From an optimization exercise on the open Yosys and OpenROAD flow, aimed at small area, a short achievable clock period and few clock cycles; shortcuts taken in it are not production practice. At most, simulation tests tie the RTL to the original design; equivalence was not proved. The clock port is modelled as an ideal driver; clocking choices that lean on that would not hold on a real chip. Power figures rest on the tool's default switching activity, not on a simulated workload.

wip/yarrow:
## fsm
module fsm(
    input [15:0] dataIn,
    input R_I,
    input reset,
    input clk,
    output reg REG_ERROR,
    output [15:0] dataOut,
    output reg R_O
);
For scale: about 140 cells after synthesis, about 20 flip-flops, ~37 I/O pins.
==> flow/config.mk <==
export PLATFORM = sky130hd
export DESIGN_NAME = fsm
export DESIGN_NICKNAME = fsm
export VERILOG_FILES = /design/flow/design.v
export SDC_FILE = /design/flow/constraint.sdc
export NUM_CORES = 4
export LEC_CHECK = 0
export CAP_MARGIN = 20
export CORE_AREA = 2 2 62 62
export DIE_AREA = 0 0 64 64
export GPL_TIMING_DRIVEN = 1
export SETUP_SLACK_MARGIN = 2.68
export SLEW_MARGIN = 20
==> flow/constraint.sdc <==
create_clock -name core_clock -period 5.0 [get_ports {clk}]
set_input_delay 1.0000 -clock core_clock [delete_from_list [all_inputs] [get_ports {clk}]]
set_output_delay 1.0000 -clock core_clock [all_outputs]
set_load 0.01 [all_outputs]
standard.sh (not shown) runs the stock make flow with config.mk's settings and CLKGATE_MAP_FILE= SYNTH_SCRIPT=/design/flow/synth_recipe.tcl, a recipe that flattens the netlist after the stock synthesis.
==> flow/flow/run.sh <==
#!/bin/bash
# ORFS layout as in standard.sh (the standard flow's own layout), with two changes:
#  - synthesis is synth_recipe.tcl, except that ABC maps with the script in
#    flow/map.abc (plain mapping, no sizing: the resizer sizes the cells
#    later) and, if MY_ABC_AVOID is set, without the slow many-input cells it
#    names; registers are mapped as in synth_recipe.tcl and keep their names;
#  - plain buf_1 cells as the port buffers (the resizer upsizes them where
#    timing needs it).
# Settings are in flow/params.sh; the ORFS output goes to standard_flow.log
# and the per-step logs under orfs/logs.
set -euo pipefail
W=$PWD
source "$W/flow/params.sh"
export MY_ABC_D MY_ABC_SCRIPT
# cells whose names match MY_ABC_AVOID (a regular expression) are kept out of ABC's library
MY_ABC_DONTUSE=""
if [[ -n "${MY_ABC_AVOID:-}" ]]; then
  MY_ABC_DONTUSE=$(grep -oE '^\s*cell *\( *"?sky130_fd_sc_hd__[a-z0-9_]+' "$FLOW_HOME/platforms/sky130hd/lib/sky130_fd_sc_hd__tt_025C_1v80.lib" \
    | grep -oE 'sky130_fd_sc_hd__[a-z0-9_]+' | grep -E "sky130_fd_sc_hd__($MY_ABC_AVOID)" | tr '\n' ' ')
fi
export MY_ABC_DONTUSE
# clock tree options, if set, replace ORFS's defaults for clock_tree_synthesis
if [[ -n "${MY_CTS_ARGS:-}" ]]; then export CTS_ARGS="$MY_CTS_ARGS"; fi
# extra ORFS variables (NAME=value words), e.g. repair options
for kv in ${MY_ENV:-}; do export "$kv"; done
export BUFFER_PORTS_ARGS="-buffer_cell sky130_fd_sc_hd__buf_1"
sed "s#SYNTH_SCRIPT=[^ ]*#SYNTH_SCRIPT=$W/flow/my_synth.tcl#" standard.sh > my_standard.sh
bash my_standard.sh finish > standard_flow.log 2>&1
==> flow/flow/map.abc <==
&get -n
&st
&dch
&nf
&put
topo
stime -c
==> flow/flow/params.sh <==
MY_ABC_D=""
MY_ABC_SCRIPT="$W/flow/map.abc"
MY_ABC_AVOID="or4|and4|or3|and3|nor4|nand4|o41|a41|o311|a311|o2111|a2111|mux4|xor3|xnor3|maj3|fa_|ha_"
MY_CTS_ARGS=""
MY_ENV=""
Other scripts of this flow, unchanged in this note and not shown: flow/flow/my_synth.tcl
Testbench counts of wip/yarrow, summed over its fixed seeds: cycles 24,000.
Modified inputs, wip/violet compared to wip/yarrow
-- flow/config.mk --
<<< wip/yarrow, line 9
export CORE_AREA = 2 2 62 62
export DIE_AREA = 0 0 64 64
export GPL_TIMING_DRIVEN = 1
export SETUP_SLACK_MARGIN = 2.68
export SLEW_MARGIN = 20
>>> wip/violet, line 9
export CORE_AREA = 2 2 62 62
export DIE_AREA = 0 0 64 64
export SETUP_SLACK_MARGIN = 2.68
export SLEW_MARGIN = 20
export TNS_END_PERCENT = 5
[summary]
- Sequential cell count came out exactly the same in wip/violet and wip/yarrow.
- The final-layout non-clock buffer area share on wip/violet is in line with that on wip/yarrow.
- The vias after detailed routing of wip/violet was superior to that of wip/yarrow.
- Diff wip/yarrow -> wip/violet: maximum frequency shows a reduction of 6.6 MHz, layout cell share with drive strength beyond 1 shows a reduction of 1.1 points.
- Measured against each other, wip/violet and wip/yarrow differ in cell leakage power, the lower figure coming from wip/violet.
- Comparing wip/violet and wip/yarrow, layout overhead on the synthesized area is higher on wip/yarrow.
--- input diff wip/violet..wip/indigo ---
==> flow/flow/params.sh <==
MY_ABC_D=""
MY_ABC_SCRIPT="$W/flow/map.abc"
MY_ABC_AVOID="or4|and4|or3|and3|nor4|nand4|o41|a41|o311|a311|o2111|a2111|mux4|xor3|xnor3|maj3|fa_|ha_|a222oi|a221o|or2_0"
MY_CTS_ARGS=""
MY_ENV=""
-- flow/config.mk --
<<< wip/violet, line 11
export SETUP_SLACK_MARGIN = 2.68
export SLEW_MARGIN = 20
export TNS_END_PERCENT = 5
>>> wip/indigo, line 11
export SETUP_SLACK_MARGIN = 2.68
export SLEW_MARGIN = 20
Findings:
wip/violet and wip/indigo all finish clean. wip/indigo against wip/violet: net switching fraction of the power fell by 1.5 points, wire length of the first global-routing pass fell by 3.3%, top-level I/O count stayed essentially flat, area growth from synthesis to layout rose by 3.9 points, layout filler cell count fell by about 1.9%. wip/violet vs wip/indigo, startpoint of the most critical setup path: p2 vs p1. Detailed route wirelength on metal3: wip/indigo vs wip/violet down about 21%.
> inputs changed (wip/indigo -> wip/lagoon)
==> flow/flow/map.abc <==
&get -n
&st
&dch
&nf
&st
&syn2
&if -g -K 6
&synch2
&nf
&st
&syn2
&if -g -K 6
&synch2
&nf
&st
&syn2
&if -g -K 6
&synch2
&nf
&st
&syn2
&if -g -K 6
&synch2
&nf
&st
&syn2
&if -g -K 6
&synch2
&nf
&put
==> flow/flow/params.sh <==
MY_ABC_D=""
MY_ABC_SCRIPT="$W/flow/map.abc"
MY_ABC_AVOID="or4|and4|or3|and3|nor4|nand4|o41|a41|o311|a311|o2111|a2111|mux4|xor3|xnor3|maj3|fa_|ha_"
MY_CTS_ARGS=""
MY_ENV=""
-- flow/config.mk --
<<< wip/indigo, line 9
export CORE_AREA = 2 2 62 62
export DIE_AREA = 0 0 64 64
export SETUP_SLACK_MARGIN = 2.68
export SLEW_MARGIN = 20
>>> wip/lagoon, line 9
export CORE_AREA = 2 2 62 62
export DIE_AREA = 0 0 64 64
export SETUP_SLACK_MARGIN = 2.6
export SLEW_MARGIN = 20
==> comparison <==
Mean area per synthesized cell (higher): wip/lagoon
The count of non-CTS buffers in the layout of wip/lagoon exceeds that of wip/indigo by 2.
Relative to wip/indigo, utilization has increased by 0.70 points in wip/lagoon.
Global-route usage | wip/lagoon above wip/indigo
The run showing the smaller clock period minus final worst setup slack is wip/indigo.
On layout overhead on the synthesized area: between wip/lagoon and wip/indigo, it ends up higher for wip/lagoon.
wip/lagoon ends up with lower final worst setup slack than wip/indigo does.
Relative to wip/indigo, the total number of vias measured on wip/lagoon has increased by a few percent.
Here is what was changed in the inputs of wip/raven compared with wip/lagoon.
==> flow/flow/map.abc <==
&get -n
&st
&dch
&nf
&put
topo
stime -c
-- flow/config.mk --
<<< wip/lagoon, line 7
export LEC_CHECK = 0
export CAP_MARGIN = 20
export CORE_AREA = 2 2 62 62
export DIE_AREA = 0 0 64 64
export SETUP_SLACK_MARGIN = 2.6
export SLEW_MARGIN = 20
>>> wip/raven, line 7
export LEC_CHECK = 0
export CAP_MARGIN = 20
export CORE_AREA = 2 2 59 59
export DIE_AREA = 0 0 61 61
export SETUP_SLACK_MARGIN = 2.6
export SLEW_MARGIN = 20
--- outcome ---
- wip/raven gives more setup slack than wip/lagoon did.
- Against wip/lagoon, wip/raven comes in about 4.7% lower on height of the chip.
- Looking at fraction of power consumed by the clock network across wip/raven and wip/lagoon, the one that comes out lower is wip/lagoon.
- Sort wip/raven and wip/lagoon by maximum frequency, descending, and wip/raven comes first.
#### Input delta (wip/umber over wip/raven)
==> flow/config.mk <==
export PLATFORM = sky130hd
export DESIGN_NAME = fsm
export DESIGN_NICKNAME = fsm
export VERILOG_FILES = /design/flow/design.v
export SDC_FILE = /design/flow/constraint.sdc
export NUM_CORES = 4
export LEC_CHECK = 0
export CAP_MARGIN = 0
export CORE_AREA = 2 2 62 62
export DIE_AREA = 0 0 64 64
export SETUP_SLACK_MARGIN = 2.68
export SLEW_MARGIN = 0
[summary]
Taking wip/raven as the reference point, the global-route track usage on met3 of wip/umber falls by 0.22 points.
Changes observed in wip/umber relative to wip/raven: wire length of the first global-routing pass increased 130 microns; total global routing track utilization moved down; fraction of area in registers closely matched the old numbers; sequential power held steady.

* * *

== lane 1 ==
The RTL this note starts from:
==> flow/design.v <==
module fsm(
    input [15:0] dataIn,
    input R_I,
    input reset,
    input clk,
    output reg REG_ERROR,
    output [15:0] dataOut,
    output reg R_O
);
reg        sgn, q8, q4;
reg [11:0] r4;
wire busy = R_O | REG_ERROR;
wire s    = dataIn[15];
wire [11:0] x = dataIn[11:0];
wire err  = s ? ~&dataIn[14:11]
              : (|dataIn[14:12] | (x[11] & |x[10:0]));
wire [11:0] lo;
assign lo[0] = 1'b0;
genvar g;
generate
    for (g = 1; g < 12; g = g + 1) begin : pre
        assign lo[g] = lo[g-1] | x[g-1];
    end
endgenerate
wire [11:0] m = x ^ ({12{s}} & lo);
wire        z8 = ~|m[11:4];
wire [11:0] t8 = z8 ? {m[3:0], 8'd0} : m;
wire        z4 = ~|t8[11:8];
wire [11:0] t4 = z4 ? {t8[7:0], 4'd0} : t8;
always @(posedge clk) begin
    sgn <= s;
    q8  <= z8;
    q4  <= z4;
    r4  <= t4;
    if (reset) begin
        R_O       <= 1'b0;
        REG_ERROR <= 1'b0;
    end else begin
        R_O       <= R_I & ~busy & ~err;
        REG_ERROR <= R_I & ~busy & err;
    end
end
wire        z2 = ~|r4[11:10];
wire [11:0] t2 = z2 ? {r4[9:0], 2'd0} : r4;
wire        z1 = ~t2[11];
wire [11:0] t1 = z1 ? {t2[10:0], 1'b0} : t2;
wire [3:0]  lz = {q8, q4, z2, z1};
wire [4:0]  e  = 5'd26 - {1'b0, lz};
assign dataOut = {sgn, (&lz) ? 5'd0 : e, t1[10:1]};
endmodule
export LEC_CHECK = 0
export ABC_AREA = 1
export CAP_MARGIN = 20
export CORE_MARGIN = 2
export CORE_UTILIZATION = 40
export SETUP_SLACK_MARGIN = 2.5
export SLEW_MARGIN = 20
create_clock -name core_clock -period 5.0 [get_ports {clk}]
==> flow/flow/run.sh <==
#!/bin/bash
# Standard ORFS layout, with plain buf_1 cells as the port buffers.
set -euo pipefail
export BUFFER_PORTS_ARGS="-buffer_cell sky130_fd_sc_hd__buf_1"
bash standard.sh finish > standard_flow.log 2>&1
[inputs] lane 2 vs lane 1
- clearing ABC_AREA, which used to be 1
- clearing SETUP_SLACK_MARGIN, which used to be 2.5
Results
Layout cell share with drive strength beyond 1: lane 2 < lane 1
Count of clock-buffer cells in the layout | lane 2 below lane 1
Comparing lane 2 and lane 1, the higher cell count along the critical path is on lane 2.
Number of placement rows down 1 in lane 2 wrt lane 1
Relative to lane 1, the non-clock buffer count measured on lane 2 has decreased by more than a quarter.
Re core utilization: lane 1 was higher than lane 2.
What lane 3 does differently from lane 2 at the input level:
- putting ABC_AREA at 1 where nothing was set
Notes after the runs:
Status | lane 3 and lane 2 | clean
Compared with lane 2, the detailed router inserted more vias in lane 3.
In lane 3, share of the core filled with cells is lower than in lane 2.
Lower minimum clock period was reported by lane 3, not lane 2.
Post-route clock period utilization for lane 3: 4.4 points down relative to lane 2
diff inputs: lane 3 => lane 4
- SETUP_SLACK_MARGIN newly set to 1.5
### Flow results
Status: clock power parity (lane 3, lane 4). Re power per cell area: no difference whatsoever between lane 4 and lane 3. Comparing lane 4 against lane 3, there is no change at all in area inside the core boundary. From lane 3 to lane 4, first-iteration DRC count did not move at all. For combinational power, lane 4 and lane 3 come out practically identical. Met1 track demand over resource in global routing came out exactly the same in lane 3 and lane 4. Re non-filler instance count after layout: no difference whatsoever between lane 4 and lane 3. Taking lane 3 as the reference, in lane 4 number of pins exceeding their max-slew limit in the final report level; fraction of area in registers about even. Lane 4 and lane 3 ended up with roughly the same wire length of the first global-routing pass.
No functional check of the RTL was part of any run of this note.

[what the ideal ports hide]
The results above use ideal ports. As a check the final layouts listed here were re-extracted and re-timed, cells and wires unchanged. Step 1 (the two cells are an assumption about what drives the block):
set clk [get_ports {clk}]
set_driving_cell -lib_cell sky130_fd_sc_hd__clkbuf_16 $clk
set_driving_cell -lib_cell sky130_fd_sc_hd__buf_2 [delete_from_list [all_inputs] $clk]
Step 2 also shifts input and output timing later by t, the mid clock arrival at the registers, as if the neighbouring blocks saw the same clock. Slacks: ideal / step 1 / step 2; pairs: ideal / step 1.
| run | shift t [ns] | setup WS [ns] | slew at the worst register clock pin (ns) |
|---|---|---|---|
| wip/yarrow | 0.309 | 2.752 / 2.732 / 2.470 | 0.10 / 0.10 |
| wip/violet | 0.309 | 2.718 / 2.698 / 2.467 | 0.10 / 0.10 |
| wip/indigo | 0.296 | 2.783 / 2.764 / 2.507 | 0.10 / 0.10 |
| wip/lagoon | 0.299 | 2.614 / 2.606 / 2.316 | 0.09 / 0.09 |
| wip/raven | 0.307 | 2.697 / 2.676 / 2.388 | 0.10 / 0.10 |
| wip/umber | 0.309 | 2.752 / 2.732 / 2.470 | 0.10 / 0.10 |
| lane 1 | 0.307 | 2.554 / 2.534 / 2.312 | 0.08 / 0.08 |
| lane 2 | 0.305 | 1.699 / 1.677 / 1.963 | 0.09 / 0.09 |
| lane 3 | 0.303 | 1.920 / 1.900 / 1.817 | 0.08 / 0.08 |
| lane 4 | 0.303 | 1.920 / 1.900 / 1.817 | 0.08 / 0.08 |
After both steps setup and hold are still met in every run listed. The setup slack of wip/raven, which loses most, moves by -0.021 ns with the drivers and by -0.309 ns with both steps.
